Background: an optimization exercise with open tools, aiming at small area. Do not read the settings as production practice.
Function was checked by simulation only, so behaviour that the tests miss may differ from the original.
The flow treats the clock pin as an ideal source. Dropping or thinning the clock tree relies on that and would not hold on a real chip.
Power and IR drop assume default switching activity.

==> flow/design.v (excerpt) <==
module parking_meter(input add1,
		     input add2,
		     input add3,
		     input add4,
		     input rst1,
		     input rst2,
		     input clk,
		     input rst,
		     output [6:0] led_seg,
		     output a1,
		     output a2,
		     output a3,
		     output a4,
		     output [3:0] val1,
		     output [3:0] val2,
		     output [3:0] val3,
		     output [3:0] val4
		     );
   reg [3:0] d0, d1, d2, d3;
   reg act, tw;
   reg [5:0] r;
   reg q, h;
   reg hb;
   reg [3:0] code;
   reg [1:0] idx;
   assign val1 = d0;
   assign val2 = d1;
   assign val3 = d2;
   assign val4 = d3;
   wire anyadd = add1 | add2 | add3 | add4;
   wire anyb = anyadd | rst1 | rst2;
   wire clr = anyb | rst;
   wire z0 = ~(d0[3] | d0[2] | d0[1] | d0[0]);
   wire z1 = ~(d1[3] | d1[2] | d1[1] | d1[0]);
   wire z2 = ~(d2[3] | d2[2] | d2[1] | d2[0]);
   wire z3 = ~(d3[3] | d3[2] | d3[1] | d3[0]);
   wire zero = z0 & z1 & z2 & z3;
   wire le180 = z3 & (z2 | ((d2 == 4'd1) & (~d1[3] | (~d1[0] & z0))));
   wire end50 = r[0] & r[1] & r[2] & ~r[3] & ~r[4];
   wire tick = q & end50 & ~zero;
   function [3:0] dec(input [3:0] b);
      dec = {(b[3] & b[0]) | ~(b[3] | b[2] | b[1] | b[0]),
	     (b[2] & (b[1] | b[0])) | (b[3] & ~b[0]),
	     (b[1] & b[0]) | (~b[1] & ~b[0] & (b[3] | b[2])),
	     ~b[0]};
   endfunction
   function [3:0] inc(input [3:0] b);
      inc = {(b[3] & ~b[0]) | (b[2] & b[1] & b[0]),
	     b[2] ^ (b[1] & b[0]),
	     (b[1] ^ b[0]) & ~b[3],
	     ~b[0]};
   endfunction
   wire [2:0] e = d1[3:1];
   function [3:0] tens(input p1, input p2, input p3, input [2:0] e);
      if (p1)
	case (e)
	  3'd0: tens = 4'd3; 3'd1: tens = 4'd4; 3'd2: tens = 4'd8; 3'd3: tens = 4'd9;
	  default: tens = 4'd10;
	endcase
      else if (p2)
	case (e)
  ...
clock: 15.0 ns
lec_check: 0
cap_margin: 20
core_margin: 2
core_utilization: 40
slew_margin: 20
standard.sh (not shown) runs the stock make flow with config.mk's settings and CLKGATE_MAP_FILE= SYNTH_SCRIPT=/design/flow/synth_recipe.tcl, a recipe that flattens the netlist after the stock synthesis.
==> flow/flow/run.sh <==
#!/bin/bash
# Own layout flow: the standard synthesis, then an area re-mapping of the
# combinational logic only (registers kept as synthesized, same names and
# cells; several ABC runs, the smallest kept), then the standard layout
# with 1x port buffers and a small clock tree (its root buffer dropped, so
# the clock port drives the 4 leaf buffers). Each tool writes its full
# output to a log in this folder.
set -euo pipefail
W=$(pwd)
F=$W/flow
R=$W/orfs/results/$FLOW_PLATFORM/parking_meter/base
YOSYS=$FLOW_HOME/../tools/install/yosys/bin/yosys
LIB=$FLOW_HOME/platforms/sky130hd/lib/sky130_fd_sc_hd__tt_025C_1v80.lib

bash standard.sh synth > $W/std_synth.log 2>&1

# combinational cells of the library as Verilog, to flatten into gates
python3 $F/libfuncs.py $LIB $W/comb_cells.v > $W/libfuncs.log 2>&1
DU=$(sed -n '/DONT_USE_CELLS/,/^#/p' $FLOW_HOME/platforms/sky130hd/config.mk | grep -o 'sky130_fd_sc_hd__[a-z0-9_]*' | sed 's/^/-dont_use /' | tr '\n' ' ')
cp $R/1_2_yosys.v $W/std_1_2_yosys.v

reopt() { # seed
  local s=$1
  printf '&get -n\n&deepsyn -T %s -S %s\n&put\ndch -f\nmap -a\n' "${DEEPSYN_T:-60}" "$s" > $W/reopt_$s.abc
  $YOSYS -l $W/reopt_$s.log -p "read_liberty -lib $LIB; read_verilog -overwrite $W/comb_cells.v; read_verilog $W/std_1_2_yosys.v; hierarchy -top $FLOW_TOP; flatten; techmap; opt -fast; opt_clean; abc -liberty $LIB $DU -script $W/reopt_$s.abc; opt_clean -purge; read_liberty -lib -ignore_redef $LIB; rename -hide w:*.*; opt_clean -purge; hilomap -singleton -hicell sky130_fd_sc_hd__conb_1 HI -locell sky130_fd_sc_hd__conb_1 LO; tee -o $W/reopt_$s.stat stat -liberty $LIB; check -assert; write_verilog -noattr -nohex -nodec $W/reopt_$s.v" > /dev/null 2>&1 || true
}
SEEDS=$(seq 1 32)
for g in $(seq 0 7); do
  for k in 1 2 3 4; do reopt $((g*4+k)) & done; wait
done
best=""; barea=1e12
for s in $SEEDS; do
  [[ -s $W/reopt_$s.v && -s $W/reopt_$s.stat ]] || continue
  grep -q "Found and reported 0 problems" $W/reopt_$s.log || continue
  a=$(grep "Chip area" $W/reopt_$s.stat | awk '{print $NF}')
  if python3 -c "import sys; sys.exit(0 if $a < $barea else 1)"; then barea=$a; best=$s; fi
done
echo "best seed $best area $barea" > $W/reopt_choice.log
if [[ -n $best ]]; then
  cp $W/reopt_$best.v $R/1_2_yosys.v
  rm -f $R/1_synth.odb $R/1_synth.sdc
fi

bash standard.sh \
  BUFFER_PORTS_ARGS="-buffer_cell sky130_fd_sc_hd__buf_1" \
  POST_CTS_TCL=$F/post_cts.tcl \
  CTS_ARGS="-sink_clustering_enable -repair_clock_nets -buf_list sky130_fd_sc_hd__clkbuf_4 -root_buf sky130_fd_sc_hd__clkbuf_4 -dont_use_dummy_load" \
  finish > $W/std_layout.log 2>&1
Other scripts of this flow, unchanged in this note and not shown: flow/flow/libfuncs.py, flow/flow/post_cts.tcl
Edit:
--- a/flow/flow/run.sh
+++ b/flow/flow/run.sh
@@ -27,2 +27,2 @@
-SEEDS=$(seq 1 32)
-for g in $(seq 0 7); do
+SEEDS=$(seq 1 16)
+for g in 0 1 2 3; do
The new run passed the timing, DRC and antenna checks.
Total power stays flat.
Critical path depth does not change.
First-iteration DRC count went up by 120%.
Sequential share of layout area stays flat.
Clock power came out higher by about 3%.
Synthesized cell count goes down by 0.78%.
Worst setup slack got worse by 16 ps.
Cell count drops by 0.58%.


Another version of the RTL of parking_meter (not shown whole).
Size: about 280 cells after synthesis, ~35 I/O pins, about 1900 sq um of cells after synthesis.
Settings: LEC_CHECK=0, CAP_MARGIN=20, CORE_MARGIN=2, CORE_UTILIZATION=40, SLEW_MARGIN=20; clock period 15.0 ns.
==> flow/flow/run.sh <==
#!/bin/bash
# Own layout flow: the standard synthesis, then an area re-mapping of the
# combinational logic only (registers kept as synthesized, same names and
# cells), then the standard layout with 1x port buffers and a small clock
# tree. Each tool writes its full output to a log in this folder.
set -euo pipefail
W=$(pwd)
F=$W/flow
R=$W/orfs/results/$FLOW_PLATFORM/parking_meter/base
YOSYS=$FLOW_HOME/../tools/install/yosys/bin/yosys
LIB=$FLOW_HOME/platforms/sky130hd/lib/sky130_fd_sc_hd__tt_025C_1v80.lib

bash standard.sh synth > $W/std_synth.log 2>&1

# combinational cells of the library as Verilog, to flatten into gates
python3 $F/libfuncs.py $LIB $W/comb_cells.v > $W/libfuncs.log 2>&1
DU=$(sed -n '/DONT_USE_CELLS/,/^#/p' $FLOW_HOME/platforms/sky130hd/config.mk | grep -o 'sky130_fd_sc_hd__[a-z0-9_]*' | sed 's/^/-dont_use /' | tr '\n' ' ')
cp $R/1_2_yosys.v $W/std_1_2_yosys.v
printf '&get -n\n&deepsyn -T %s\n&put\ndch -f\nmap -a\n' "${DEEPSYN_T:-60}" > $W/reopt.abc
$YOSYS -l $W/reopt.log -p "read_liberty -lib $LIB; read_verilog -overwrite $W/comb_cells.v; read_verilog $W/std_1_2_yosys.v; hierarchy -top $FLOW_TOP; flatten; techmap; opt -fast; opt_clean; abc -liberty $LIB $DU -script $W/reopt.abc; opt_clean -purge; read_liberty -lib -ignore_redef $LIB; rename -hide w:*.*; opt_clean -purge; hilomap -singleton -hicell sky130_fd_sc_hd__conb_1 HI -locell sky130_fd_sc_hd__conb_1 LO; stat -liberty $LIB; check -assert; write_verilog -noattr -nohex -nodec $W/reopt_1_2_yosys.v" > /dev/null 2>&1
cp $W/reopt_1_2_yosys.v $R/1_2_yosys.v
rm -f $R/1_synth.odb $R/1_synth.sdc

bash standard.sh \
  BUFFER_PORTS_ARGS="-buffer_cell sky130_fd_sc_hd__buf_1" \
  CTS_ARGS="${CTS_ARGS_OVERRIDE:--sink_clustering_enable -repair_clock_nets -buf_list sky130_fd_sc_hd__clkbuf_8 -root_buf sky130_fd_sc_hd__clkbuf_8 -dont_use_dummy_load -sink_clustering_size 60 -sink_clustering_max_diameter 300}" \
  finish > $W/std_layout.log 2>&1
Other scripts of this flow, unchanged in this note and not shown: flow/flow/libfuncs.py
The first run went through all stages and came out clean.
==> next run, changes <==
--- a/flow/flow/run.sh
+++ b/flow/flow/run.sh
@@ -26 +26 @@
-  CTS_ARGS="${CTS_ARGS_OVERRIDE:--sink_clustering_enable -repair_clock_nets -buf_list sky130_fd_sc_hd__clkbuf_8 -root_buf sky130_fd_sc_hd__clkbuf_8 -dont_use_dummy_load -sink_clustering_size 60 -sink_clustering_max_diameter 300}" \
+  CTS_ARGS="${CTS_ARGS_OVERRIDE:--sink_clustering_enable -repair_clock_nets -buf_list sky130_fd_sc_hd__clkbuf_4 -root_buf sky130_fd_sc_hd__clkbuf_4 -dont_use_dummy_load}" \
Outcome: The changed run completed with no timing, DRC or antenna violations; non-clock buffer count is unchanged; wire length goes up by about 2.6%; setup slack is better by 0.37 ns; design area goes up by 0.40%; die area goes up by about 1.2%; final cell count goes up by 4.1%; fmax goes up by about 6.5%; sequential power hardly moves; clock power goes down by about 26%; utilization goes down by 0.13 points.


parking_meter, a different RTL version from the one above (not shown whole).
For scale: roughly 260 cells after synthesis, about 35 I/O pins, ~1900 um2 of cells after synthesis.
Design parking_meter, start of the top module:
module parking_meter(input add1,
		     input add2,
		     input add3,
		     input add4,
		     input rst1,
		     input rst2,
		     input clk,
		     input rst,
		     output [6:0] led_seg,
		     output a1,
		     output a2,
		     output a3,
		     output a4,
		     output [3:0] val1,
		     output [3:0] val2,
		     output [3:0] val3,
		     output [3:0] val4
		     );
export LEC_CHECK = 0
export CAP_MARGIN = 20
export CORE_MARGIN = 2
export CORE_UTILIZATION = 40
export SLEW_MARGIN = 20
create_clock -name core_clock -period 15.0 [get_ports {clk}]
==> flow/flow/run.sh <==
#!/bin/bash
# Own layout flow: the standard synthesis, then an area re-mapping of the
# combinational logic only (registers kept as synthesized, same names and
# cells; several ABC runs, the smallest kept), then the standard layout
# with 1x port buffers and a small clock tree. Each tool writes its full
# output to a log in this folder.
set -euo pipefail
W=$(pwd)
F=$W/flow
R=$W/orfs/results/$FLOW_PLATFORM/parking_meter/base
YOSYS=$FLOW_HOME/../tools/install/yosys/bin/yosys
LIB=$FLOW_HOME/platforms/sky130hd/lib/sky130_fd_sc_hd__tt_025C_1v80.lib

bash standard.sh synth > $W/std_synth.log 2>&1

# combinational cells of the library as Verilog, to flatten into gates
python3 $F/libfuncs.py $LIB $W/comb_cells.v > $W/libfuncs.log 2>&1
DU=$(sed -n '/DONT_USE_CELLS/,/^#/p' $FLOW_HOME/platforms/sky130hd/config.mk | grep -o 'sky130_fd_sc_hd__[a-z0-9_]*' | sed 's/^/-dont_use /' | tr '\n' ' ')
cp $R/1_2_yosys.v $W/std_1_2_yosys.v

reopt() { # seed
  local s=$1
  printf '&get -n\n&deepsyn -T %s -S %s\n&put\ndch -f\nmap -a\n' "${DEEPSYN_T:-60}" "$s" > $W/reopt_$s.abc
  $YOSYS -l $W/reopt_$s.log -p "read_liberty -lib $LIB; read_verilog -overwrite $W/comb_cells.v; read_verilog $W/std_1_2_yosys.v; hierarchy -top $FLOW_TOP; flatten; techmap; opt -fast; opt_clean; abc -liberty $LIB $DU -script $W/reopt_$s.abc; opt_clean -purge; read_liberty -lib -ignore_redef $LIB; rename -hide w:*.*; opt_clean -purge; hilomap -singleton -hicell sky130_fd_sc_hd__conb_1 HI -locell sky130_fd_sc_hd__conb_1 LO; tee -o $W/reopt_$s.stat stat -liberty $LIB; check -assert; write_verilog -noattr -nohex -nodec $W/reopt_$s.v" > /dev/null 2>&1 || true
}
SEEDS=$(seq 1 16)
for g in 0 1 2 3; do
  for k in 1 2 3 4; do reopt $((g*4+k)) & done; wait
done
best=""; barea=1e12
for s in $SEEDS; do
  [[ -s $W/reopt_$s.v && -s $W/reopt_$s.stat ]] || continue
  grep -q "Found and reported 0 problems" $W/reopt_$s.log || continue
  a=$(grep "Chip area" $W/reopt_$s.stat | awk '{print $NF}')
  if python3 -c "import sys; sys.exit(0 if $a < $barea else 1)"; then barea=$a; best=$s; fi
done
echo "best seed $best area $barea" > $W/reopt_choice.log
if [[ -n $best ]]; then
  cp $W/reopt_$best.v $R/1_2_yosys.v
  rm -f $R/1_synth.odb $R/1_synth.sdc
fi

bash standard.sh \
  BUFFER_PORTS_ARGS="-buffer_cell sky130_fd_sc_hd__buf_1" \
  CTS_ARGS="-sink_clustering_enable -repair_clock_nets -buf_list sky130_fd_sc_hd__clkbuf_4 -root_buf sky130_fd_sc_hd__clkbuf_4 -dont_use_dummy_load" \
  finish > $W/std_layout.log 2>&1
Other scripts of this flow, unchanged in this note and not shown: flow/flow/libfuncs.py
The first run went through all stages and came out clean.
Next try:
--- a/flow/flow/run.sh
+++ b/flow/flow/run.sh
@@ -23 +23 @@
-  printf '&get -n\n&deepsyn -T %s -S %s\n&put\ndch -f\nmap -a\n' "${DEEPSYN_T:-60}" "$s" > $W/reopt_$s.abc
+  printf '&get -n\n&deepsyn -T %s -S %s\n&put\ndch -f\nmap -a\n' "${DEEPSYN_T:-30}" "$s" > $W/reopt_$s.abc
@@ -26,4 +26,2 @@
-SEEDS=$(seq 1 16)
-for g in 0 1 2 3; do
-  for k in 1 2 3 4; do reopt $((g*4+k)) & done; wait
-done
+for s in 1 2 3 4; do reopt $s & done; wait
+for s in 5 6 7 8; do reopt $s & done; wait
@@ -31 +29 @@
-for s in $SEEDS; do
+for s in 1 2 3 4 5 6 7 8; do
Outcome:
- worst setup slack gets worse by 0.17 ns
- synthesized area is about the same
- final cell count is higher by about 1.7%
- routed wire length is higher by about 8%
- total power is lower by about 4%
- global-route usage is higher by 1.7 points
- flip-flop and latch count stays the same

-- what the ideal ports hide --
How much do the figures lean on ideal ports? The routed layouts below were timed once more, with nothing changed but the port constraints.
Step 1 sets driving cells, clkbuf_16 on the clock port and buf_2 on the other inputs (assumed; they add their load-dependent delay and slew).
Step 2 also shifts input and output timing later by t, the mid clock arrival at the registers, as if the neighbouring blocks saw the same clock.
Slacks: no drivers / after step 1 / after step 2; pairs: no drivers / after step 1.
| run | shift t [ns] | setup slack, ns | clock arrival spread, ns |
|---|---|---|---|
| the first run of note 1 | 0.193 | 8.632 / 8.654 / 8.461 | 0.029 / 0.030 |
| the second run of note 1 | 0.198 | 8.617 / 8.642 / 8.444 | 0.009 / 0.010 |
| the first run of note 2 | 0.305 | 8.951 / 8.959 / 8.654 | 0.013 / 0.012 |
| the second run of note 2 | 0.342 | 9.322 / 9.322 / 8.980 | 0.018 / 0.018 |
| the first run of note 3 | 0.360 | 9.012 / 9.016 / 8.655 | 0.012 / 0.011 |
| the second run of note 3 | 0.347 | 8.839 / 8.838 / 8.491 | 0.022 / 0.022 |
After both steps setup and hold are still met in every run listed. The setup slack of the first run of note 3, which loses most, moves by +0.004 ns with the drivers and by -0.357 ns with both steps.
